What follows belongs to an exercise in optimizing a design on an open flow for small area; a production flow would make more cautious choices. Function was checked by simulation only, so behaviour that the tests miss may differ from the original. Power and IR drop assume default switching activity.

==> inputs of 07-08 <==
## processor
module processor(
    input wire clk,
    input wire reset,
    output [31:0] imem_addr,
    input wire [31:0] imem_data,
    output [31:0] dmem_addr,
    output [31:0] dmem_wdata,
    output [3:0] dmem_wstrb,
    output dmem_we,
    output dmem_re,
    input wire [31:0] dmem_rdata,
    output [31:0] x1,
    output [31:0] x2,
    output [31:0] x3,
    output [31:0] x4
);
    reg [31:1] pc;
    reg [31:0] regs [1:31];
    reg [31:5] valid;
    wire [31:1] pc_next;
    wire [31:1] we, we_n, sel1, sel2;
    wire [32*31-1:0] d_next;
    wire [32*31-1:0] q_all;
    wire [31:0] wb;
    wire rf_we;
    wire kill1;
    integer i;
    always @(posedge clk or posedge reset) begin
        if (reset) begin
            pc <= 31'b0;
            for (i = 1; i <= 4; i = i + 1) regs[i] <= 32'b0;
            valid <= 27'b0;
        end else begin
            pc <= pc_next;
            for (i = 1; i <= 4; i = i + 1) regs[i] <= d_next[32*(i-1) +: 32];
            valid <= valid | we[31:5];
        end
    end
    always @(posedge clk) begin
        for (i = 5; i <= 31; i = i + 1) regs[i] <= d_next[32*(i-1) +: 32];
    end
    genvar k;
    generate
        for (k = 1; k <= 31; k = k + 1) begin : rf
            assign q_all[32*(k-1) +: 32] = regs[k];
            rf_wmux wmux(.q(regs[k]), .wd(wb), .we(we[k]), .we_n(we_n[k]), .d(d_next[32*(k-1) +: 32]));
        end
    endgenerate
    assign x1 = regs[1];
    assign x2 = regs[2];
    assign x3 = regs[3];
    assign x4 = regs[4];
    wire [31:0] pc32 = {pc, 1'b0};
    wire [31:0] rs1_data, rs2_data;
    wire [4:0] ra1, ra2, wa;
    wire sel_pc_a, alu_sub, s_sum, s_sll, s_sr, s_sra, s_and, s_xor, s_lt, s_ltu, jump, branch_taken, wb_link, wb_load;
  ...
==> module control, before the edit <==
module control(
    input wire [31:0] instruction,
    input wire [31:0] address_from_pc,
    input wire [31:0] data_from_rs2,
    input wire [31:0] data_from_mem,
    input wire [1:0] mem_addr_lo,      
    input wire eq,
    input wire lt,
    input wire ltu,
    output wire [4:0] read_addr_rs1,
    output wire kill_rs1,              
    output wire [4:0] read_addr_rs2,
    output wire [4:0] write_addr_register_file,
    output wire write_enable_register_file,
    output wire sel_pc_a,              
    output wire [31:0] operand_b,      
    output wire alu_sub,
    output wire s_sum,
    output wire s_sll,
    output wire s_sr,
    output wire s_sra,
    output wire s_and,
    output wire s_xor,
    output wire s_lt,
    output wire s_ltu,
    output wire jump,                  
    output wire branch_taken,
    output wire [31:0] branch_imm,
    output wire wb_link,               
    output wire wb_load,               
    output wire [31:0] load_data,
    output wire write_enable_data_mem,
    output wire read_enable_data_mem,
    output wire [31:0] data_to_mem,
    output wire [3:0] strobe_to_mem
);
    wire [31:0] ins = instruction;
    wire [2:0] f3 = ins[14:12];
    wire alt = (ins[31:25] == 7'b0100000);
    wire ok = (ins[1:0] == 2'b11);
    wire [4:0] op = ins[6:2];
    wire is_op    = ok && op == 5'b01100;
    wire is_opimm = ok && op == 5'b00100;
    wire is_lui   = ok && op == 5'b01101;
    wire is_auipc = ok && op == 5'b00101;
    wire is_jal   = ok && op == 5'b11011;
    wire is_jalr  = ok && op == 5'b11001;
    wire is_br    = ok && op == 5'b11000;
    wire is_load  = ok && op == 5'b00000;
    wire is_store = ok && op == 5'b01000;
    wire [31:0] immI = {{20{ins[31]}}, ins[31:20]};
    wire [31:0] immS = {{20{ins[31]}}, ins[31:25], ins[11:7]};
    wire [31:0] immB = {{20{ins[31]}}, ins[7], ins[30:25], ins[11:8], 1'b0};
    wire [31:0] immU = {ins[31:12], 12'b0};
    wire [31:0] immJ = {{12{ins[31]}}, ins[19:12], ins[20], ins[30:21], 1'b0};
    assign read_addr_rs1 = ins[19:15];
    assign kill_rs1 = is_lui | is_auipc | is_jal;
    assign read_addr_rs2 = ins[24:20];
    assign write_addr_register_file = ins[11:7];
    assign write_enable_register_file = is_op | is_opimm | is_lui | is_auipc | is_jal | is_jalr | is_load;
    assign sel_pc_a = is_auipc | is_jal;
    assign operand_b = (is_op | is_br) ? data_from_rs2 :
                       is_store ? immS :
                       (is_lui | is_auipc) ? immU :
                       is_jal ? immJ : immI;
    assign alu_sub = is_br | ((is_op | is_opimm) & (f3[2:1] == 2'b01)) | (is_op & f3 == 3'b000 & alt);
    wire is_alu = is_op | is_opimm;
    assign s_sum = ~is_alu | (f3 == 3'b000);
    assign s_sll = is_alu & (f3 == 3'b001);
    assign s_sr  = is_alu & (f3 == 3'b101);
    assign s_sra = is_alu & (f3 == 3'b101) & alt;
    assign s_and = is_alu & (f3[2:1] == 2'b11);
    assign s_xor = is_alu & (f3 == 3'b100 || f3 == 3'b110);
    assign s_lt  = is_alu & (f3 == 3'b010);
    assign s_ltu = is_alu & (f3 == 3'b011);
    assign jump = is_jal | is_jalr;
    assign branch_taken = is_br & (f3[2] ? ((f3[1] ? ltu : lt) ^ f3[0]) : (~f3[1] & (eq ^ f3[0])));
    assign branch_imm = immB;
    assign wb_link = is_jal | is_jalr;
    assign wb_load = is_load;
    wire [7:0] lbyte = mem_addr_lo[1] ? (mem_addr_lo[0] ? data_from_mem[31:24] : data_from_mem[23:16])
                                      : (mem_addr_lo[0] ? data_from_mem[15:8] : data_from_mem[7:0]);
    wire [15:0] lhalf = mem_addr_lo[1] ? data_from_mem[31:16] : data_from_mem[15:0];
    reg [31:0] ld;
    always @(*) begin
        case (f3)
            3'b000: ld = {{24{lbyte[7]}}, lbyte};
            3'b100: ld = {24'b0, lbyte};
            3'b001: ld = {{16{lhalf[15]}}, lhalf};
            3'b101: ld = {16'b0, lhalf};
            3'b010: ld = data_from_mem;
            default: ld = 32'b0;
        endcase
    end
    assign load_data = ld;
    assign read_enable_data_mem = is_load;
    assign write_enable_data_mem = is_store & ~f3[2] & ~(f3[1] & f3[0]);
    assign strobe_to_mem = f3[1] ? 4'b1111 :
                           f3[0] ? (mem_addr_lo[1] ? 4'b1100 : 4'b0011) :
                           (4'b0001 << mem_addr_lo);
    assign data_to_mem[7:0]   = data_from_rs2[7:0];
    assign data_to_mem[15:8]  = (f3[1] | f3[0]) ? data_from_rs2[15:8] : data_from_rs2[7:0];
    assign data_to_mem[23:16] = f3[1] ? data_from_rs2[23:16] : data_from_rs2[7:0];
    assign data_to_mem[31:24] = f3[1] ? data_from_rs2[31:24] : f3[0] ? data_from_rs2[15:8] : data_from_rs2[7:0];
endmodule
==> flow/config.mk <==
export PLATFORM = sky130hd
export DESIGN_NAME = processor
export DESIGN_NICKNAME = processor
export VERILOG_FILES = /design/flow/design.v
export SDC_FILE = /design/flow/constraint.sdc
export NUM_CORES = 4
export LEC_CHECK = 0
export CAP_MARGIN = 20
export CORE_MARGIN = 2
export CORE_UTILIZATION = 40
export SLEW_MARGIN = 20
export SYNTH_HIERARCHICAL = 1
==> flow/constraint.sdc <==
create_clock -name core_clock -period 12.0 [get_ports {clk}]
set_input_delay 2.4000 -clock core_clock [delete_from_list [all_inputs] [get_ports {clk}]]
set_output_delay 2.4000 -clock core_clock [all_outputs]
set_load 0.01 [all_outputs]
run.sh (not shown) runs the stock make flow with config.mk's settings and CLKGATE_MAP_FILE= SYNTH_SCRIPT=/design/flow/synth_recipe.tcl, a recipe that flattens the netlist after the stock synthesis.
==> 05-24: changes against 07-08 <==
--- a/flow/design.v
+++ b/flow/design.v
@@ -254,31 +254,37 @@
     wire [31:0] immB = {{20{ins[31]}}, ins[7], ins[30:25], ins[11:8], 1'b0};
     wire [31:0] immU = {ins[31:12], 12'b0};
     wire [31:0] immJ = {{12{ins[31]}}, ins[19:12], ins[20], ins[30:21], 1'b0};
+    wire f_alu   = ~ins[2] & ins[4] & ~ins[6];           
+    wire f_op    = f_alu & ins[5];                       
+    wire f_br    = ~ins[2] & ~ins[4] & ins[6];           
+    wire f_rs2   = ~ins[2] & ins[5] & (ins[4] | ins[6]);  
+    wire f_immS  = ~ins[2] & ins[5];                     
+    wire f_immU  = ins[2] & ins[4];                      
+    wire f_immJ  = ins[2] & ins[3];                      
+    assign kill_rs1 = ins[2] & (ins[3] | ins[4]);        
+    assign sel_pc_a = ins[2] & (ins[3] | (ins[4] & ~ins[5]));  
     assign read_addr_rs1 = ins[19:15];
-    assign kill_rs1 = is_lui | is_auipc | is_jal;
     assign read_addr_rs2 = ins[24:20];
     assign write_addr_register_file = ins[11:7];
     assign write_enable_register_file = is_op | is_opimm | is_lui | is_auipc | is_jal | is_jalr | is_load;
-    assign sel_pc_a = is_auipc | is_jal;
-    assign operand_b = (is_op | is_br) ? data_from_rs2 :
-                       is_store ? immS :
-                       (is_lui | is_auipc) ? immU :
-                       is_jal ? immJ : immI;
-    assign alu_sub = is_br | ((is_op | is_opimm) & (f3[2:1] == 2'b01)) | (is_op & f3 == 3'b000 & alt);
-    wire is_alu = is_op | is_opimm;
-    assign s_sum = ~is_alu | (f3 == 3'b000);
-    assign s_sll = is_alu & (f3 == 3'b001);
-    assign s_sr  = is_alu & (f3 == 3'b101);
-    assign s_sra = is_alu & (f3 == 3'b101) & alt;
-    assign s_and = is_alu & (f3[2:1] == 2'b11);
-    assign s_xor = is_alu & (f3 == 3'b100 || f3 == 3'b110);
-    assign s_lt  = is_alu & (f3 == 3'b010);
-    assign s_ltu = is_alu & (f3 == 3'b011);
+    assign operand_b = f_rs2 ? data_from_rs2 :
+                       f_immS ? immS :
+                       f_immU ? immU :
+                       f_immJ ? immJ : immI;
+    assign alu_sub = f_br | (f_alu & (f3[2:1] == 2'b01)) | (f_op & f3 == 3'b000 & alt);
+    assign s_sum = ~f_alu | (f3 == 3'b000);
+    assign s_sll = f_alu & (f3 == 3'b001);
+    assign s_sr  = f_alu & (f3 == 3'b101);
+    assign s_sra = f_alu & (f3 == 3'b101) & alt;
+    assign s_and = f_alu & (f3[2:1] == 2'b11);
+    assign s_xor = f_alu & (f3 == 3'b100 || f3 == 3'b110);
+    assign s_lt  = f_alu & (f3 == 3'b010);
+    assign s_ltu = f_alu & (f3 == 3'b011);
     assign jump = is_jal | is_jalr;
     assign branch_taken = is_br & (f3[2] ? ((f3[1] ? ltu : lt) ^ f3[0]) : (~f3[1] & (eq ^ f3[0])));
     assign branch_imm = immB;
-    assign wb_link = is_jal | is_jalr;
-    assign wb_load = is_load;
+    assign wb_link = ins[2] & ins[6];                    
+    assign wb_load = ~ins[2] & ~ins[4] & ~ins[5];        
     wire [7:0] lbyte = mem_addr_lo[1] ? (mem_addr_lo[0] ? data_from_mem[31:24] : data_from_mem[23:16])
                                       : (mem_addr_lo[0] ? data_from_mem[15:8] : data_from_mem[7:0]);
     wire [15:0] lhalf = mem_addr_lo[1] ? data_from_mem[31:16] : data_from_mem[15:0];
==> flow/flow/run.sh (new file) <==
#!/bin/bash
set -e
cp standard.sh standard_sh_copy.log
export BUFFER_PORTS_ARGS="-buffer_cell sky130_fd_sc_hd__buf_1"
export CTS_ARGS="-sink_clustering_enable -repair_clock_nets -dont_use_dummy_load -buf_list sky130_fd_sc_hd__clkbuf_8 -sink_clustering_size 16 -sink_clustering_max_diameter 50"
bash standard.sh > standard.log 2>&1
==> flow/standard.sh (new file) <==
#!/bin/bash
# synth_recipe.tcl (not shown) runs the flow's synth.tcl, then flattens the netlist and writes it again
# the make line also repeats each setting of config.mk as NAME=value (left out here)
make -C /OpenROAD-flow-scripts/flow DESIGN_CONFIG=/design/flow/config.mk WORK_HOME=/design/flow/orfs CLKGATE_MAP_FILE= SYNTH_SCRIPT=/design/flow/synth_recipe.tcl "${@:-finish}"
--- a/flow/config.mk
+++ b/flow/config.mk
@@ -5,8 +5,9 @@
 export SDC_FILE = /design/flow/constraint.sdc
 export NUM_CORES = 4
 export LEC_CHECK = 0
-export CAP_MARGIN = 20
+export CAP_MARGIN = 10
 export CORE_MARGIN = 2
 export CORE_UTILIZATION = 40
-export SLEW_MARGIN = 20
+export SETUP_SLACK_MARGIN = 0.2
+export SLEW_MARGIN = 25
 export SYNTH_HIERARCHICAL = 1
removed: flow/run.sh
==> notes <==
- 07-08 finished but fails on setup timing. 05-24 produced a clean layout.
- Of 05-24 and 07-08, 05-24 has the higher critical path depth (gap 1).
- Between 07-08 and 05-24, the lower clock power is in 05-24 (gap about 90%, measured against 05-24).
- Between 07-08 and 05-24, the lower via count is in 05-24 (gap 1.4%, measured against 05-24).
- Of 07-08 and 05-24, 07-08 has the higher first-iteration DRC count (gap 7.8%, measured against 05-24).
- Hold slack is about the same in 07-08 and 05-24.
==> figures <==
Met1 wire length: 05-24 105600 µm; 07-08 109500 µm
Wire length reported by the detailed router: 05-24 285400 µm; 07-08 293400 µm
Global routing usage on met1: 05-24 0.5205; 07-08 0.5399
Antenna Diode Count: 05-24 8; 07-08 6
Number of filler cells placed in the layout: 05-24 12730; 07-08 12150
Placeable core region: 05-24 133300 µm²; 07-08 133100 µm²
Highest attainable clock frequency: 05-24 0.08736 GHz; 07-08 0.08201 GHz
Result of the run: 05-24 complete, no violations; 07-08 finished with violations
Layout check failures: 05-24 -; 07-08 setup timing
Endpoint with the worst hold slack: 05-24 valid[19]$_DFF_PP0_; 07-08 valid[9]$_DFF_PP0_
Ratio of layout area to synthesized area: 05-24 1.0679x; 07-08 1.1840x
Count of plain and timing-repair buffers: 05-24 540; 07-08 770

[what the ideal ports hide]
Ports are ideal in the flow. The routed layouts listed here were re-timed in OpenROAD. Step 1: set_driving_cell puts a clkbuf_16 on clk and a buf_2 on each other input, an assumption about the parent block. Step 2 times the ports against the registers' clock, not the clock port: input delays grow and output delays shrink by t, the midpoint of the rising clock arrivals with the driver on. a / b / c = ideal / step 1 / step 2; a / b = the first two.
| run | shift t [ns] | setup WS [ns] | worst slew at a driven data input, ns |
|---|---|---|---|
| 07-08 | 0.787 | -0.194 / -0.223 / -0.223 | 0.09 |
| 05-24 | 0.920 | 0.554 / 0.446 / 0.446 | 0.17 |
For 05-24, which loses most, drivers alone change the setup slack by -0.108 ns; drivers and shift together by -0.108 ns.
